From an optimization exercise on the open Yosys and OpenROAD flow, aimed at small area and a short achievable clock period; shortcuts taken in it are not production practice.
Power is estimated from default activity; no workload was simulated.

==> flow/design.v <==
module flip_flop #(parameter W = 32) (clk, d, q);
input clk;
input [W-1:0] d;
output reg [W-1:0] q;
always @(posedge clk)
    q <= d;
endmodule
module cmp_gt #(parameter W = 23) (a, b, gt);
    input  [W-1:0] a;
    input  [W-1:0] b;
    output gt;
    localparam N = 32;   
    wire [N-1:0] ax = {{(N-W){1'b0}}, a};
    wire [N-1:0] bx = {{(N-W){1'b0}}, b};
    wire [2*N-1:0] g, e;
    assign g[N-1:0] = ax & ~bx;
    assign e[N-1:0] = ~(ax ^ bx);
    genvar k, j;
    generate
        for (k = 1; (N >> k) >= 1; k = k + 1) begin : lvl
            localparam IN  = 2*N - (2*N >> (k - 1));   
            localparam OUT = 2*N - (2*N >> k);         
            for (j = 0; j < (N >> k); j = j + 1) begin : node
                assign g[OUT+j] = g[IN+2*j+1] | (e[IN+2*j+1] & g[IN+2*j]);
                assign e[OUT+j] = e[IN+2*j+1] & e[IN+2*j];
            end
        end
    endgenerate
    assign gt = g[2*N-2];
    assign e[2*N-1] = 1'b0;
    assign g[2*N-1] = 1'b0;
endmodule
module add_pfx #(parameter W = 24) (a, b, cin, s, cout);
    input  [W-1:0] a;
    input  [W-1:0] b;
    input          cin;
    output [W-1:0] s;
    output         cout;
    localparam N = W + 1;   
    localparam L = $clog2(N);
    wire [W-1:0] p = a ^ b;
    wire [N*(L+1)-1:0] G, P;
    assign G[N-1:0] = {a & b, cin};
    assign P[N-1:0] = {p, 1'b0};
    genvar k, i;
    generate
        for (k = 0; k < L; k = k + 1) begin : lvl
            for (i = 0; i < N; i = i + 1) begin : pos
                if ((i >> k) & 1) begin : comb
                    localparam J = ((i >> k) << k) - 1;
                    assign G[(k+1)*N+i] = G[k*N+i] | (P[k*N+i] & G[k*N+J]);
                    assign P[(k+1)*N+i] = P[k*N+i] & P[k*N+J];
                end else begin : pass
                    assign G[(k+1)*N+i] = G[k*N+i];
                    assign P[(k+1)*N+i] = P[k*N+i];
                end
            end
        end
    endgenerate
    wire [N-1:0] c = G[L*N +: N];   
    assign s    = p ^ c[W-1:0];
    assign cout = c[W];
endmodule
module fpu_align_add (a, b, v, ep1, s);
    input  [31:0] a;
    input  [31:0] b;
    output [24:0] v;     
    output [7:0]  ep1;   
    output        s;     
    wire [7:0] ea = a[30:23];
    wire [7:0] eb = b[30:23];
    wire [8:0] dab = {1'b0, ea} - {1'b0, eb};
    wire [7:0] dba = eb - ea;
    wire       egt = dab[8];             
    wire       eeq = (ea == eb);
    wire       mgt;
    cmp_gt #(23) u_cmp (.a(b[22:0]), .b(a[22:0]), .gt(mgt));
    wire       swap = egt | (eeq & mgt);
    wire [7:0]  eB = swap ? eb : ea;
    wire [22:0] mB = swap ? b[22:0] : a[22:0];
    wire [22:0] mS = swap ? a[22:0] : b[22:0];
    wire [7:0]  d  = egt ? dba : dab[7:0];
    wire        big = d[7] | d[6] | d[5] | (d[4] & d[3]);
    wire [23:0] mSs = big ? 24'd0 : ({1'b1, mS} >> d[4:0]);
    wire        sub = a[31] ^ b[31];
    wire [23:0] sm;
    wire        co;
    add_pfx #(24) u_add (.a({1'b1, mB}), .b(mSs ^ {24{sub}}), .cin(sub), .s(sm), .cout(co));
    assign v   = {co & ~sub, sm};
    assign ep1 = eB + 8'd1;
    assign s   = swap ? b[31] : a[31];
endmodule
module fpu_normalise (v, ep1, s, kill, set23, r);
    input  [24:0] v;
    input  [7:0]  ep1;
    input         s;
    input         kill;    
    input         set23;   
    output [31:0] r;
    wire        z16 = ~|v[24:9];
    wire [24:0] x1  = z16 ? {v[8:0], 16'd0} : v;
    wire        z8  = ~|x1[24:17];
    wire [24:0] x2  = z8 ? {x1[16:0], 8'd0} : x1;
    wire        z4  = ~|x2[24:21];
    wire [24:0] x3  = z4 ? {x2[20:0], 4'd0} : x2;
    wire        z2  = ~|x3[24:23];
    wire [24:0] x4  = z2 ? {x3[22:0], 2'd0} : x3;
    wire        z1  = ~x4[24];
    wire [23:0] x5  = z1 ? x4[22:0] : x4[23:1];
    wire [4:0]  lz  = {z16, z8, z4, z2, z1};
    wire [7:0]  e    = ep1 - {3'b0, lz};
    wire        zero = kill | ~x4[24] & ~x4[23];
    assign r = ({s, e, x5[22:0]} & {32{~zero}}) | {8'b0, set23, 23'b0};
endmodule
module top_module(ip1,ip2,clk,rst,result);
    input [31:0]ip1;
    input [31:0]ip2;
    input clk;
    input rst;
    output reg [31:0]result;
    wire [31:0] a, b;
    reg         rst1;
    wire [24:0] v;
    wire [7:0]  ep1;
    wire        s;
    wire [31:0] r;
    flip_flop #(.W(32)) ff_a (.clk(clk), .d(ip1), .q(a));
    flip_flop #(.W(32)) ff_b (.clk(clk), .d(ip2), .q(b));
    always @(posedge clk) rst1 <= rst;
    fpu_align_add u1 (.a(a), .b(b), .v(v), .ep1(ep1), .s(s));
    reg  [24:0] v_q;
    reg  [7:0]  ep1_q;
    reg         s_q, kill_q, set_q;
    always @(posedge clk) begin
        v_q    <= v;
        ep1_q  <= ep1;
        s_q    <= s;
        kill_q <= rst | rst1;
        set_q  <= rst1 & ~rst;
    end
    fpu_normalise u2 (.v(v_q), .ep1(ep1_q), .s(s_q), .kill(kill_q), .set23(set_q), .r(r));
    always @(posedge clk) result <= r;
endmodule
Settings: LEC_CHECK=0, CAP_MARGIN=20, CORE_MARGIN=2, CORE_UTILIZATION=40, SLEW_MARGIN=20; clock period 24.0 ns.
run.sh (not shown) runs the stock make flow with config.mk's settings and CLKGATE_MAP_FILE= SYNTH_SCRIPT=/design/flow/synth_recipe.tcl, a recipe that flattens the netlist after the stock synthesis.
The first run finished clean.
==> next run, changes <==
==> flow/flow/run.sh (new file) <==
#!/bin/bash
# Standard flow with: timing repair aimed at a 17.5 ns setup margin, plain
# buffers on the ports, and a clock tree with fewer, larger clusters.
set -euo pipefail
F=$PWD/flow
bash standard.sh SETUP_SLACK_MARGIN=17.5 \
  "BUFFER_PORTS_ARGS=-inputs -buffer_cell sky130_fd_sc_hd__buf_1" POST_GLOBAL_PLACE_TCL=$F/post_gp.tcl \
  "CTS_ARGS=-sink_clustering_enable -repair_clock_nets -dont_use_dummy_load -buf_list sky130_fd_sc_hd__clkbuf_8 -sink_clustering_size 30 -sink_clustering_max_diameter 100" \
  finish > standard.log 2>&1
==> flow/flow/post_gp.tcl (new file) <==
# Output ports get buf_2 buffers (inputs got buf_1 through BUFFER_PORTS_ARGS).
buffer_ports -outputs -buffer_cell sky130_fd_sc_hd__buf_2
==> flow/standard.sh (new file) <==
#!/bin/bash
# synth_recipe.tcl (not shown) runs the flow's synth.tcl, then flattens the netlist and writes it again
# the make line also repeats each setting of config.mk as NAME=value (left out here)
make -C /OpenROAD-flow-scripts/flow DESIGN_CONFIG=/design/flow/config.mk WORK_HOME=/design/flow/orfs CLKGATE_MAP_FILE= SYNTH_SCRIPT=/design/flow/synth_recipe.tcl "${@:-finish}"
--- a/flow/config.mk
+++ b/flow/config.mk
@@ -7,5 +7,6 @@
 export LEC_CHECK = 0
+export ABC_AREA = 1
 export CAP_MARGIN = 20
 export CORE_MARGIN = 2
-export CORE_UTILIZATION = 40
+export CORE_UTILIZATION = 60
 export SLEW_MARGIN = 20
removed: flow/run.sh
Effect: Synthesized area shrinks by about 7%. Clock-buffer cell count fell by 2. Clock power decreases by 49%.
==> next run, changes <==
==> flow/flow/run.sh (replaced) <==
#!/bin/bash
# Standard flow, with timing repair aimed at a 18.5 ns setup margin and
# plain buffers (instead of delay buffers) on the ports.
set -euo pipefail
bash standard.sh SETUP_SLACK_MARGIN=18.5 "BUFFER_PORTS_ARGS=-buffer_cell sky130_fd_sc_hd__buf_2" finish > standard.log 2>&1
--- a/flow/config.mk
+++ b/flow/config.mk
@@ -10,3 +10,3 @@
 export CORE_MARGIN = 2
-export CORE_UTILIZATION = 60
+export CORE_UTILIZATION = 40
 export SLEW_MARGIN = 20
removed: flow/flow/post_gp.tcl
Synthesized area stays the same.
Combinational power went up by a few percent.
Maximum frequency went up by a few percent.
Via count rose by a few percent.
Sequential share of layout area went down by 2.3 points.
==> next run, changes <==
==> flow/flow/run.sh (replaced) <==
#!/bin/bash
# probe: run the standard flow unchanged
bash standard.sh > standard.log 2>&1
--- a/flow/config.mk
+++ b/flow/config.mk
@@ -7,3 +7,2 @@
 export LEC_CHECK = 0
-export ABC_AREA = 1
 export CAP_MARGIN = 20
What happened:
- The new run produced a clean layout
- wire length climbs by 11%
- worst setup slack is worse by 1.0 ns
- flip-flop and latch count does not change
- count of clock-buffer cells in the layout climbs by 1
- total power rose by 9.3%
Function was not checked in any run of this note: the RTL went through the layout flow alone.

-- static timing again, ports no longer ideal --
How much do the figures lean on ideal ports? The routed layouts below were timed once more, with nothing changed but the port constraints. Step 1, drivers: a clkbuf_16 drives clk and a buf_2 each remaining input, both assumed. Step 2 times the ports against the registers' clock, not the clock port: input delays grow and output delays shrink by t, the midpoint of the rising clock arrivals with the driver on. a / b / c = ideal ports / drivers / drivers and shift; a / b = the first two.
run	shift t [ns]	setup WS [ns]	latest minus earliest clock arrival (ns)	worst register clock-pin slew, ns	worst slew at a driven data input, ns
the first run	0.469	17.300 / 17.300 / 17.300	0.013 / 0.013	0.07 / 0.07	0.04
the second run	0.464	18.168 / 18.168 / 18.168	0.024 / 0.023	0.07 / 0.07	0.03
the third run	0.469	18.341 / 18.293 / 18.691	0.011 / 0.010	0.07 / 0.07	0.03
the fourth run	0.469	17.300 / 17.300 / 17.300	0.013 / 0.013	0.07 / 0.07	0.04
After both steps every run listed still meets setup and hold.
